This is an optimization exercise on Yosys and OpenROAD, whose aim is small area, not a production implementation.
The RTL was checked by simulation tests, not by an equivalence proof against the original design.
No driver is modelled on the clock port, so clocking that relies on it looks cheaper here than on a real chip.

==> v17: inputs <==
Design QAM, start of the top module:
module QAM(clk, rst, en, Din, IFout);
input clk, rst, en;
input Din;
output reg signed [17:0] IFout;
reg ce2;           
reg sm_ctrl;       
reg swap;          
reg [1:0] spc;     
reg sm_i, sm_q;    
reg [3:0] usi;     
reg [3:0] cnt;     
reg [8:0] sym_i, sym_q;  
reg [1:0] mix_cnt;
reg [15:0] acc;    
wire en0 = en & ce2;
wire en1 = sm_ctrl & ce2;
wire en2 = usi[3];
wire [1:0] sw = usi[1:0];
wire load = en2 & (sw == 2'd0);
wire neg = ~mix_cnt[1];                         
wire [8:0] s = mix_cnt[0] ? sym_i : sym_q;      
wire [8:0] x = s ^ {9{neg}};
wire [8:0] v;      
assign v[0] = cnt > 4'd0;
assign v[1] = cnt > 4'd1;
assign v[2] = cnt > 4'd2;
assign v[3] = cnt > 4'd3;
assign v[4] = cnt > 4'd4;
assign v[5] = cnt > 4'd5;
assign v[6] = cnt > 4'd6;
assign v[7] = cnt > 4'd7;
assign v[8] = cnt > 4'd8;
reg [15:0] g0_7;    
always @(*) begin
  case ({sw, x[0], x[7], v[0], v[7]})
    6'd0: g0_7 = 16'd341;
    6'd1: g0_7 = 16'd608;
    6'd2: g0_7 = 16'd267;
    6'd3: g0_7 = 16'd534;
    6'd4: g0_7 = 16'd341;
    6'd5: g0_7 = 16'd74;
    6'd6: g0_7 = 16'd267;
    6'd7: g0_7 = 16'd0;
    6'd8: g0_7 = 16'd341;
    6'd9: g0_7 = 16'd608;
    6'd10: g0_7 = 16'd415;
    6'd11: g0_7 = 16'd682;
    6'd12: g0_7 = 16'd341;
    6'd13: g0_7 = 16'd74;
    6'd14: g0_7 = 16'd415;
    6'd15: g0_7 = 16'd148;
    6'd16: g0_7 = 16'd233;
    6'd17: g0_7 = 16'd0;
    6'd18: g0_7 = 16'd233;
    6'd19: g0_7 = 16'd0;
    6'd20: g0_7 = 16'd233;
    6'd21: g0_7 = 16'd466;
    6'd22: g0_7 = 16'd233;
    6'd23: g0_7 = 16'd466;
    6'd24: g0_7 = 16'd233;
    6'd25: g0_7 = 16'd0;
    6'd26: g0_7 = 16'd233;
    6'd27: g0_7 = 16'd0;
    6'd28: g0_7 = 16'd233;
    6'd29: g0_7 = 16'd466;
    6'd30: g0_7 = 16'd233;
    6'd31: g0_7 = 16'd466;
    6'd32: g0_7 = 16'd276;
    6'd33: g0_7 = 16'd0;
    6'd34: g0_7 = 16'd276;
    6'd35: g0_7 = 16'd0;
    6'd36: g0_7 = 16'd276;
    6'd37: g0_7 = 16'd552;
    6'd38: g0_7 = 16'd276;
    6'd39: g0_7 = 16'd552;
    6'd40: g0_7 = 16'd276;
    6'd41: g0_7 = 16'd0;
    6'd42: g0_7 = 16'd276;
    6'd43: g0_7 = 16'd0;
    6'd44: g0_7 = 16'd276;
    6'd45: g0_7 = 16'd552;
    6'd46: g0_7 = 16'd276;
    6'd47: g0_7 = 16'd552;
    6'd48: g0_7 = 16'd204;
    6'd49: g0_7 = 16'd240;
    6'd50: g0_7 = 16'd36;
    6'd51: g0_7 = 16'd72;
    6'd52: g0_7 = 16'd204;
    6'd53: g0_7 = 16'd168;
    6'd54: g0_7 = 16'd36;
  ...
clock: 5.0 ns
lec_check: 0
abc_area: 1
cap_margin: 20
core_margin: 2
core_utilization: 40
cts_buf_list: sky130_fd_sc_hd__clkbuf_4 sky130_fd_sc_hd__clkbuf_8
gpl_timing_driven: 0
hold_slack_margin: 0.1
slew_margin: 20
standard.sh (not shown) runs the stock make flow with config.mk's settings and CLKGATE_MAP_FILE= SYNTH_SCRIPT=/design/flow/synth_recipe.tcl, a recipe that flattens the netlist after the stock synthesis.
==> flow/flow/run.sh <==
#!/bin/bash
# Layout flow: the standard ORFS flow (standard.sh) with these changes:
#  - Yosys's generic synthesis runs without its intermediate ABC pass (SYNTH_ARGS=-noabc),
#    so the adder tree written in the RTL reaches full-adder extraction as written;
#    registers, their names and cell types are those of the standard synthesis;
#  - the final ABC technology mapping uses an area-oriented script (flow/abc_area.script),
#    through a copy of ORFS's scripts folder that differs only in that file;
#  - after clock-tree synthesis, flow/post_cts.tcl delays the clock of the output register
#    (useful skew for the register-to-register paths into it), then runs the CTS step's
#    timing repair, which ORFS is told to skip (SKIP_CTS_REPAIR_TIMING=1);
#  - every input and output port still gets its own buffer, but the smallest one
#    (sky130_fd_sc_hd__buf_1); the resizer may still resize it.
# Each ORFS step writes its own log under orfs/logs/; make's output goes to make.log here.
set -euo pipefail
rm -rf scripts_local
cp -r "$FLOW_HOME/scripts" scripts_local
cp flow/abc_area.script scripts_local/abc_area.script
bash standard.sh SYNTH_ARGS=-noabc SCRIPTS_DIR="$PWD/scripts_local" SKIP_CTS_REPAIR_TIMING=1 \
  POST_CTS_TCL="$PWD/flow/post_cts.tcl" "BUFFER_PORTS_ARGS=-buffer_cell sky130_fd_sc_hd__buf_1" \
  "SKEW_CELLS=sky130_fd_sc_hd__clkdlybuf4s50_1 sky130_fd_sc_hd__clkdlybuf4s50_1 sky130_fd_sc_hd__clkbuf_8" finish > make.log 2>&1
==> flow/flow/abc_area.script <==
strash
dch -f
amap
topo
dnsize -c
Other scripts of this flow, unchanged in this note and not shown: flow/flow/post_cts.tcl
==> inputs of v32, as changes to v17 <==
Settings changed: CORE_UTILIZATION 40 to 55, CTS_BUF_LIST sky130_fd_sc_hd__clkbuf_4 sky130_fd_sc_hd__clkbuf_8 to sky130_fd_sc_hd__clkbuf_8.
==> inputs of v10, as changes to v17 <==
--- a/flow/flow/run.sh
+++ b/flow/flow/run.sh
@@ -3,7 +3,8 @@
 #  - Yosys's generic synthesis runs without its intermediate ABC pass (SYNTH_ARGS=-noabc),
 #    so the adder tree written in the RTL reaches full-adder extraction as written;
 #    registers, their names and cell types are those of the standard synthesis;
-#  - the final ABC technology mapping uses an area-oriented script (flow/abc_area.script),
+#  - the final ABC technology mapping uses an area-oriented script (flow/abc_area.script:
+#    a time-bounded &deepsyn restructuring, then area mapping),
 #    through a copy of ORFS's scripts folder that differs only in that file;
 #  - after clock-tree synthesis, flow/post_cts.tcl delays the clock of the output register
 #    (useful skew for the register-to-register paths into it), then runs the CTS step's
@@ -17,4 +18,4 @@
 cp flow/abc_area.script scripts_local/abc_area.script
 bash standard.sh SYNTH_ARGS=-noabc SCRIPTS_DIR="$PWD/scripts_local" SKIP_CTS_REPAIR_TIMING=1 \
   POST_CTS_TCL="$PWD/flow/post_cts.tcl" "BUFFER_PORTS_ARGS=-buffer_cell sky130_fd_sc_hd__buf_1" \
-  "SKEW_CELLS=sky130_fd_sc_hd__clkdlybuf4s50_1 sky130_fd_sc_hd__clkdlybuf4s50_1 sky130_fd_sc_hd__clkbuf_8" finish > make.log 2>&1
+  "SKEW_CELLS=sky130_fd_sc_hd__clkdlybuf4s50_1 sky130_fd_sc_hd__clkdlybuf4s50_1 sky130_fd_sc_hd__clkdlybuf4s50_1 sky130_fd_sc_hd__clkbuf_8" finish > make.log 2>&1
==> flow/flow/abc_area.script (replaced) <==
strash
&get -n
&deepsyn -T 20
&put
dch -f
amap
topo
dnsize -c
Settings changed: CTS_BUF_LIST sky130_fd_sc_hd__clkbuf_4 sky130_fd_sc_hd__clkbuf_8 to sky130_fd_sc_hd__clkbuf_8.
==> notes.md <==
Yosys:
- Ranked by total cell area, the synthesized netlist is headed by dfrtp_1, fa_1, nor2_1.
- Synthesis produced 500 cells.

Setup path:
- Data arrives at the worst endpoint at roughly 6.7 ns.
- The slowest stage cell on the critical path is fa_1.

STA:
- In the finished design, the share of the clock period the worst path needs comes to 0.968.

Placement:
- The HPWL after detailed placement is around 8000 µm.

Run status:
- The flow ran to the end and the layout has no timing, DRC or antenna violations.
Source of the figures above: v10

==> notes.md <==
Run status:
- The run finished with no timing, DRC or antenna violations.

Yosys:
- In the post-synthesis netlist, the biggest area contributors are dfrtp_1, fa_1, nor2_1.
- The synthesized instance count is 540.

Placement:
- Detailed placement finished with a half-perimeter wire length of 9120 µm.

Setup path:
- The slowest stage cell on the critical path is dfrtp_2.
- Together, buffers and inverters on the worst path number 4.
- Data arrives at the worst endpoint at a little over 6 ns.
Source of the figures above: v17

==> notes.md <==
Setup path:
- For the worst setup path, the data arrival time is around 6.0 ns.
- The slowest stage cell on the critical path is dfrtp_2.

Yosys:
- The synthesized instance count is 540.
- In the post-synthesis netlist, the biggest area contributors are dfrtp_1, fa_1, nor2_1.

Global route:
- The met1 usage in global routing is 0.441.

STA:
- Of the available clock period, the critical path in the final layout requires 0.920.

CTS:
- The clock transition at the register clock pins on the worst setup and hold paths after CTS is approximately 0.1 ns.

Run status:
- The flow ran to the end and the layout has no timing, DRC or antenna violations.
Source of the figures above: v32

## static timing again, ports no longer ideal
Ports are ideal in the flow. The routed layouts listed here were re-timed in OpenROAD.
Step 1 (the two cells are an assumption about what drives the block):
set clk [get_ports {clk}]
set_driving_cell -lib_cell sky130_fd_sc_hd__clkbuf_16 $clk
set_driving_cell -lib_cell sky130_fd_sc_hd__buf_2 [delete_from_list [all_inputs] $clk]
Step 2, shift: input delay + t, output delay - t, t = (earliest + latest rising clock arrival at the registers) / 2. This alone moves slack from input paths to output paths.
a / b / c = no drivers / after step 1 / after step 2; a / b = the first two.
| run | shift t [ns] | setup slack, ns | latest minus earliest clock arrival (ns) | cell pins on the clock port's net |
|---|---|---|---|---|
| v17 | 0.910 | 0.342 / 0.342 / 0.342 | 1.159 / 1.158 | 1 |
| v32 | 0.915 | 0.402 / 0.402 / 0.402 | 1.208 / 1.209 | 1 |
| v10 | 1.161 | 0.160 / 0.160 / 0.160 | 1.653 / 1.653 | 1 |
Clock arrivals are far apart in every run listed, so t is only a midpoint there and step 2 fits no single register.
